This is an optimization exercise on Yosys and OpenROAD, whose aim is small area, not a production implementation. Function was checked by simulation only, so behaviour that the tests miss may differ from the original. Power figures rest on the tool's default switching activity, not on a simulated workload.

Setup of v58:
## top
module top (
    input axi_clk,axi_rst_n,
    output reg m_axis_valid,
    output [127:0] m_axis_data,
    input m_axis_ready,
    input s_axis_valid,
    input [63:0] s_axis_data,
    output s_axis_ready
);
    wire busy;
    systolic_array uut (
        .clk(axi_clk),
        .reset(axi_rst_n),
        .matrixA(s_axis_data[63:32]),
        .matrixB(s_axis_data[31:0]),
        .valid_in(s_axis_valid),
        .result(m_axis_data),
        .busy(busy)
    );
    assign s_axis_ready = 1'b1;
    always @(posedge axi_clk or negedge axi_rst_n) begin
        if (!axi_rst_n) m_axis_valid <= 1'b0;
        else            m_axis_valid <= !s_axis_valid;
    end
endmodule
Size in the first run: roughly 200 I/O pins, roughly 36000 um2 of cells after synthesis.
clock: 8.0 ns
lec_check: 0
cap_margin: 20
core_margin: 2
core_utilization: 55
cts_cluster_diameter: 100
cts_cluster_size: 30
gpl_timing_driven: 0
place_density: 0.7
slew_margin: 20
standard.sh (not shown) runs the stock make flow with config.mk's settings and CLKGATE_MAP_FILE= SYNTH_SCRIPT=/design/flow/synth_recipe.tcl, a recipe that flattens the netlist after the stock synthesis.
==> flow/flow/run.sh <==
#!/bin/bash
# Layout flow: the standard synthesis (for the register set and names), then
# the combinational logic is replaced by the gate-level netlist that
# flow/gen.py builds (the same gates as rtl/), then the standard layout.
set -euo pipefail
R=orfs/results/sky130hd/top/base
bash standard.sh synth > synth.log 2>&1
cp $R/1_2_yosys.v $R/1_2_yosys_std.v
python3 flow/gen.py net $R/1_2_yosys_std.v $R/1_2_yosys.v > gen.log 2>&1
rm -f $R/1_synth.odb $R/1_synth.sdc
bash standard.sh "BUFFER_PORTS_ARGS=-buffer_cell sky130_fd_sc_hd__buf_1" finish > layout.log 2>&1
Other scripts of this flow, unchanged in this note and not shown: flow/flow/gen.py
v58 completed end to end with timing, DRC and antenna clean.
--- input diff v58..v43 ---
diff --git a/flow/flow/run.sh b/flow/flow/run.sh
--- a/flow/flow/run.sh
+++ b/flow/flow/run.sh
@@ -9,3 +9,3 @@
 python3 flow/gen.py net $R/1_2_yosys_std.v $R/1_2_yosys.v > gen.log 2>&1
 rm -f $R/1_synth.odb $R/1_synth.sdc
-bash standard.sh "BUFFER_PORTS_ARGS=-buffer_cell sky130_fd_sc_hd__buf_1" finish > layout.log 2>&1
+bash standard.sh finish > layout.log 2>&1
==> flow/config.mk <==
export PLATFORM = sky130hd
export DESIGN_NAME = top
export DESIGN_NICKNAME = top
export VERILOG_FILES = /design/flow/design.v
export SDC_FILE = /design/flow/constraint.sdc
export NUM_CORES = 4
export LEC_CHECK = 0
export CAP_MARGIN = 20
export CORE_MARGIN = 2
export CORE_UTILIZATION = 40
export PLACE_DENSITY = 0.6
export SLEW_MARGIN = 20
Number of vias in the routed layout ended up 321 higher on v43 than on v58. The global routing usage on met1 in v43 sits 8.3 points below the value recorded for v58. Of v43 and v58, the run reporting the higher power was v43. Diff v58 -> v43 | reported net switching power | decrease of 0.65%. Taking v43 over v58, the total met2 wirelength after detailed routing ratio works out to 1.13. v43 reports a higher filler cell count in the final layout than v58 does. Comparing post-CTS setup buffer count for v43 and v58, the bigger number came from v58. v43: clock period minus final worst setup slack is 280 ps lower than what v58 reported.
Input changes introduced in v56 (baseline for comparison: v43):
diff --git a/flow/flow/run.sh b/flow/flow/run.sh
--- a/flow/flow/run.sh
+++ b/flow/flow/run.sh
@@ -9,3 +9,3 @@
 python3 flow/gen.py net $R/1_2_yosys_std.v $R/1_2_yosys.v > gen.log 2>&1
 rm -f $R/1_synth.odb $R/1_synth.sdc
-bash standard.sh finish > layout.log 2>&1
+bash standard.sh "BUFFER_PORTS_ARGS=-buffer_cell sky130_fd_sc_hd__buf_1" finish > layout.log 2>&1
diff --git a/flow/config.mk b/flow/config.mk
--- a/flow/config.mk
+++ b/flow/config.mk
@@ -8,5 +8,8 @@
 export CAP_MARGIN = 20
 export CORE_MARGIN = 2
-export CORE_UTILIZATION = 40
-export PLACE_DENSITY = 0.6
+export CORE_UTILIZATION = 55
+export CTS_CLUSTER_DIAMETER = 80
+export CTS_CLUSTER_SIZE = 25
+export GPL_TIMING_DRIVEN = 0
+export PLACE_DENSITY = 0.7
 export SLEW_MARGIN = 20
[summary]
- Relative to v43, the die boundary width of v56 is lower by 15%.
- In the reports for v43 and v56, the smaller peak clock frequency supported by timing belongs to v56.
- Changes observed in v56 relative to v43: first-pass GRT wire length lower; multi-input combinational cell area roughly the same; number of standard cells in the layout, taps in and fillers out lower.
The following lists how v25 was set up differently from v56:
diff --git a/flow/config.mk b/flow/config.mk
--- a/flow/config.mk
+++ b/flow/config.mk
@@ -9,6 +9,4 @@
 export CORE_MARGIN = 2
 export CORE_UTILIZATION = 55
-export CTS_CLUSTER_DIAMETER = 80
-export CTS_CLUSTER_SIZE = 25
 export GPL_TIMING_DRIVEN = 0
 export PLACE_DENSITY = 0.7
Notes after the runs:
No stage failed in v56, and the final checks on the layout all came back clean.
v25: done, clean on timing, DRC and antenna
On data arrival time at the worst-slack endpoint, the lower figure sits with v56, not v25.
From v56 to v25 the numbers moved as follows: final cell count grew by 0.39%; number of fillers in the final layout fell by 30; design area rose about 0.75%; wire length about even; clock-buffer cell count has increased.
Diff v56 -> v25: number of flip-flops and latches comparable, total inserted antenna cells went down by 1.

-- static timing again, ports no longer ideal --
Ports are ideal in the flow. The routed layouts listed here were re-timed in OpenROAD.
Step 1: set_driving_cell puts a clkbuf_16 on axi_clk and a buf_2 on each other input, an assumption about the parent block.
Step 2 moves the port delays by t, midway between the first and last clock arrival at a register: inputs arrive t later, outputs are due t later. That takes back most of the time a late clock gives input paths.
Slacks: ideal ports / drivers / drivers and shift; pairs: ideal ports / drivers.
run | t (ns) | setup slack, ns | hold WS [ns]
v58 | 0.663 | 0.074 / 0.074 / 0.074 | 0.499 / 0.499 / 0.499
v43 | 0.649 | 0.355 / 0.355 / 0.355 | 0.492 / 0.492 / 0.492
v56 | 0.647 | 0.128 / 0.128 / 0.128 | 0.498 / 0.498 / 0.498
v25 | 0.663 | 0.110 / 0.110 / 0.110 | 0.495 / 0.495 / 0.495
After both steps every run listed still meets setup and hold.
